Background: an optimization exercise with open tools, aiming at small area. Do not read the settings as production practice. The RTL was checked by simulation tests, not by an equivalence proof against the original design.

==> job 8412 <==
Design pipes, start of the top module:
module pipes (clk, rst, imem_addr, imem_data, dmem_addr, dmem_we, dmem_wdata, dmem_rdata);
	input clk;
	input rst;
	output [5:0] imem_addr;
	input [31:0] imem_data;
	output [10:0] dmem_addr;
	output dmem_we;
	output [15:0] dmem_wdata;
	input [15:0] dmem_rdata;
	reg [6:0]  pc;           
	reg [31:0] ir;           
	reg        ir_src;       
	reg [4:0]  ex_rt;
	reg [15:0] ex_imm;       
	reg [31:0] ex_a, ex_b;   
	reg        ex_we;        
	reg        ex_st;        
	reg        ex_m2r;       
	reg [1:0]  ex_aluop;
	reg        ex_rdst;      
	reg [31:0] me_alu;
	reg [15:0] me_wd;
	reg [4:0]  me_dst;
	reg        me_we, me_st, me_m2r;
	reg [31:0] wb_val;
	reg [4:0]  wb_dst;
	reg        wb_we;
	reg        wb_keep;      
	wire [5:0] op = ir[31:26];
	wire [4:0] rs = ir[25:21];
	wire [4:0] rt = ir[20:16];
	wire [4:0] rd = ir[15:11];
	wire d_bne  = ~op[5] & op[0];
	wire d_jmp  = ~op[5] & (op[1] | op[3]);           
	wire d_jr   = ~op[5] & op[3];
	wire d_st   = op[3] & op[0];
	wire [5:0] iop = imem_data[31:26];
	wire i_src = (iop[1] & (iop[0] | ~iop[5])) | (~iop[5] & iop[3]);  
	wire d_rdst = ~(op[0] & (op[1] | ~op[5]));        
	wire d_wr   = op[5] ? ~(op[3] & op[0]) : ~(op[1] | op[3]);
	wire d_m2r  = op[0] & (op[1] | ~op[5]);           
	wire d_alu1 = op[5] ? ~(op[1] & op[0]) : ~(op[1] | op[0]);  
	wire [4:0] d_dst = d_rdst ? rd : rt;
	wire [31:0] rf_a, rf_b;
	wire [31:0] rf_q [0:31];
	assign rf_q[0] = 32'b0;
	genvar gi;
	generate
		for (gi = 1; gi < 32; gi = gi + 1) begin: rfr
			reg [31:0] q;
			wire wen  = wb_we & (wb_dst == gi);
			wire keep = wb_keep | (wb_dst != gi);
			always @(posedge clk)
				q <= (q & {32{keep}}) | (wb_val & {32{wen}});
			assign rf_q[gi] = q;
		end
  ...
make LEC_CHECK=0 CAP_MARGIN=20 CORE_MARGIN=2 CORE_UTILIZATION=40 CTS_CLUSTER_DIAMETER=80 CTS_CLUSTER_SIZE=25 PLACE_DENSITY=0.6 SLEW_MARGIN=20 SYNTH_HIERARCHICAL=1 SYNTH_MINIMUM_KEEP_SIZE=0 finish   # period 9.0 ns
run.sh (not shown) runs the stock make flow with config.mk's settings and CLKGATE_MAP_FILE= SYNTH_SCRIPT=/design/flow/synth_recipe.tcl, a recipe that flattens the netlist after the stock synthesis.
==> job 5718 (differences from job 8412) <==
--- a/flow/design.v
+++ b/flow/design.v
@@ -8,15 +8,15 @@
 	output [15:0] dmem_wdata;
 	input [15:0] dmem_rdata;
 	reg [6:0]  pc;           
 	reg [31:0] ir;           
 	reg        ir_src;       
 	reg [4:0]  ex_rt;
 	reg [15:0] ex_imm;       
-	reg [31:0] ex_a, ex_b;   
+	reg [31:0] ex_an, ex_bn;  
 	reg        ex_we;        
 	reg        ex_st;        
 	reg        ex_m2r;       
 	reg [1:0]  ex_aluop;
 	reg        ex_rdst;      
 	reg [31:0] me_alu;
 	reg [15:0] me_wd;
@@ -81,16 +81,16 @@
 	endgenerate
 	assign ga[10] = ~(rf_q[31] & {32{sel_a[31]}});
 	assign gb[10] = ~(rf_q[31] & {32{sel_b[31]}});
 	assign rf_a = ~(ga[0] & ga[1] & ga[2] & ga[3]) | ~(ga[4] & ga[5] & ga[6] & ga[7]) | ~(ga[8] & ga[9] & ga[10]);
 	assign rf_b = ~(gb[0] & gb[1] & gb[2] & gb[3]) | ~(gb[4] & gb[5] & gb[6] & gb[7]) | ~(gb[8] & gb[9] & gb[10]);
 	wire stall = me_st & ((ex_rt == rs) | (ex_rt == rt));
 	wire [4:0] ex_dst = ex_rdst ? ex_imm[15:11] : ex_rt;
-	wire [31:0] A  = ex_a;
-	wire [31:0] Bf = ex_b;
+	wire [31:0] A  = ~ex_an;
+	wire [31:0] Bf = ~ex_bn;
 	wire [31:0] B  = ir_src ? {16'b0, ex_imm} : Bf;
 	wire [5:0] fn = ex_imm[5:0];
 	wire f_add = ex_aluop[1] ? (fn == 6'b100000) : ~ex_aluop[0];
 	wire f_sub = ex_aluop[1] ? (fn == 6'b100010) :  ex_aluop[0];
 	wire f_and = ex_aluop[1] & (fn == 6'b100100);
 	wire f_or  = ex_aluop[1] & (fn == 6'b100101);
 	wire f_xor = ex_aluop[1] & (fn == 6'b100110);
@@ -145,30 +145,44 @@
 	wire [6:0] jt = d_jr ? rf_a[6:0] : ir[6:0];
 	wire [6:0] bt = pc + ir[6:0];
 	wire [6:0] fa = brT ? bt : d_jmp ? jt : pc;
 	assign imem_addr = fa[5:0];
 	assign dmem_addr  = me_alu[10:0];
 	assign dmem_we    = me_st;
 	assign dmem_wdata = me_wd;
+	wire fa_w = fa_wb & ~fa_me;
+	wire fb_w = fb_wb & ~fb_me;
+	wire fa_r = ~(fa_me | fa_wb);
+	wire fb_r = ~(fb_me | fb_wb);
+	wire [31:0] fwd_an, fwd_bn;
+	generate
+		for (gi = 0; gi < 32; gi = gi + 1) begin: fwd
+			aoi222 ua (.y(fwd_an[gi]), .a(alu[gi]), .sa(fa_me), .b(wb_next[gi]), .sb(fa_w), .c(rf_a[gi]), .sc(fa_r));
+			aoi222 ub (.y(fwd_bn[gi]), .a(alu[gi]), .sa(fb_me), .b(wb_next[gi]), .sb(fb_w), .c(rf_b[gi]), .sc(fb_r));
+		end
+	endgenerate
+	wire ir_hold = ~rst & stall;
+	wire ir_load = ~rst & ~stall;
+	wire [31:0] ir_d;
+	generate
+		for (gi = 0; gi < 32; gi = gi + 1) begin: ifid
+			ao22 u (.y(ir_d[gi]), .a(ir[gi]), .sa(ir_hold), .b(imem_data[gi]), .sb(ir_load));
+		end
+	endgenerate
 	always @(posedge clk) begin
 		if (rst)
 			pc <= 7'd0;
 		else if (!stall)
 			pc <= fa + 7'd1;
-		if (rst) begin
-			ir <= 32'b0;
-			ir_src <= 1'b0;
-		end else if (!stall) begin
-			ir <= imem_data;
-			ir_src <= i_src;
-		end
+		ir     <= ir_d;
+		ir_src <= (ir_src & ir_hold) | (i_src & ir_load);
 		ex_rt    <= rt;
 		ex_imm   <= ir[15:0];
-		ex_a     <= fa_me ? alu : fa_wb ? wb_next : rf_a;
-		ex_b     <= fb_me ? alu : fb_wb ? wb_next : rf_b;
+		ex_an    <= fwd_an;
+		ex_bn    <= fwd_bn;
 		ex_we    <= ~stall & d_wr & (d_dst != 5'd0);
 		ex_st    <= ~stall & d_st;
 		ex_m2r   <= d_m2r;
 		ex_aluop <= stall ? 2'b00 : {d_alu1, d_bne};
 		ex_rdst  <= ~stall & d_rdst;
 		me_alu <= alu;
 		me_wd  <= Bf[15:0];
@@ -181,7 +195,10 @@
 		wb_we  <= me_we;
 		wb_keep <= ~me_we;
 	end
 endmodule
 module aoi222 (output y, input a, sa, b, sb, c, sc);
 	assign y = ~((a & sa) | (b & sb) | (c & sc));
 endmodule
+module ao22 (output y, input a, sa, b, sb);
+	assign y = (a & sa) | (b & sb);
+endmodule
==> flow/flow/run.sh (new file) <==
#!/bin/bash
# The standard layout, with three changes: the clock tree gets no dummy
# loads (and larger leaf clusters), the port buffers are buf_1 cells, and
# after global routing gates off the critical paths are sized down
# (RECOVER_POWER). The full make output goes to flow_make.log in this
# folder; each ORFS step also writes its own log under orfs/logs.
set -euo pipefail
bash standard.sh \
  "CTS_ARGS=-sink_clustering_enable -repair_clock_nets -dont_use_dummy_load -sink_clustering_size 25 -sink_clustering_max_diameter 80" \
  "BUFFER_PORTS_ARGS=-buffer_cell sky130_fd_sc_hd__buf_1" \
  "RECOVER_POWER=100" \
  finish > flow_make.log 2>&1
==> flow/standard.sh (new file) <==
#!/bin/bash
# synth_recipe.tcl (not shown) runs the flow's synth.tcl, then flattens the netlist and writes it again
# the make line also repeats each setting of config.mk as NAME=value (left out here)
make -C /OpenROAD-flow-scripts/flow DESIGN_CONFIG=/design/flow/config.mk WORK_HOME=/design/flow/orfs CLKGATE_MAP_FILE= SYNTH_SCRIPT=/design/flow/synth_recipe.tcl "${@:-finish}"
- CORE_UTILIZATION: 40 -> 45
- PLACE_DENSITY: 0.6 -> 0.62
removed: flow/run.sh
==> qor.csv <==
stage,metric,value,unit
critical_path,ff2ff_setup_slack,2.93,ns
sta,timing.final.crit_share,90.7,%
logic_synthesis,synth_xor_area_share,1.93,%
floorplan,n_tap_cell,1742,
route,dr_wl_met2,94400,um
logic_synthesis,synth_top_cells_by_count,"dfxtp_1, a22o_1, a222oi_1",
sta,setup_ws,0.841,ns
sta,slew_violations,0,
outcome,status,no timing/DRC/antenna violations,
sta,worst_pin_slew,1.20,ns
# the run above: job 8412

==> qor.csv <==
stage,metric,value,unit
route,dr_wl_met2,91900,um
floorplan,n_tap_cell,1500,
outcome,so_faults,"max-capacitance violations, max-slew violations",
run,cap_viol_max_count,33,
sta,setup_ws,0.719,ns
sta,slew_violations,895,
logic_synthesis,synth_xor_area_share,1.90,%
outcome,status,finished with violations,
sta,timing.final.crit_share,92.0,%
# the run above: job 5718

[static timing again, ports no longer ideal]
In the flow no input, the clock included, has a driving cell. The finished layouts below were timed again as built, in two steps. Step 1, drivers: a clkbuf_16 drives clk and a buf_2 each remaining input, both assumed. Step 2 moves the port delays by t, midway between the first and last clock arrival at a register: inputs arrive t later, outputs are due t later. That takes back most of the time a late clock gives input paths. a / b / c = no drivers / after step 1 / after step 2; a / b = the first two.
run	t, ns	setup WS [ns]	hold WS [ns]	worst setup path at the end	pins driven straight from the clock port
job 8412	0.794	0.841 / 0.767 / 1.561	0.335 / 0.335 / 0.335	register to output	1
job 5718	0.786	0.719 / 0.648 / 1.434	0.334 / 0.334 / 0.334	register to output	1
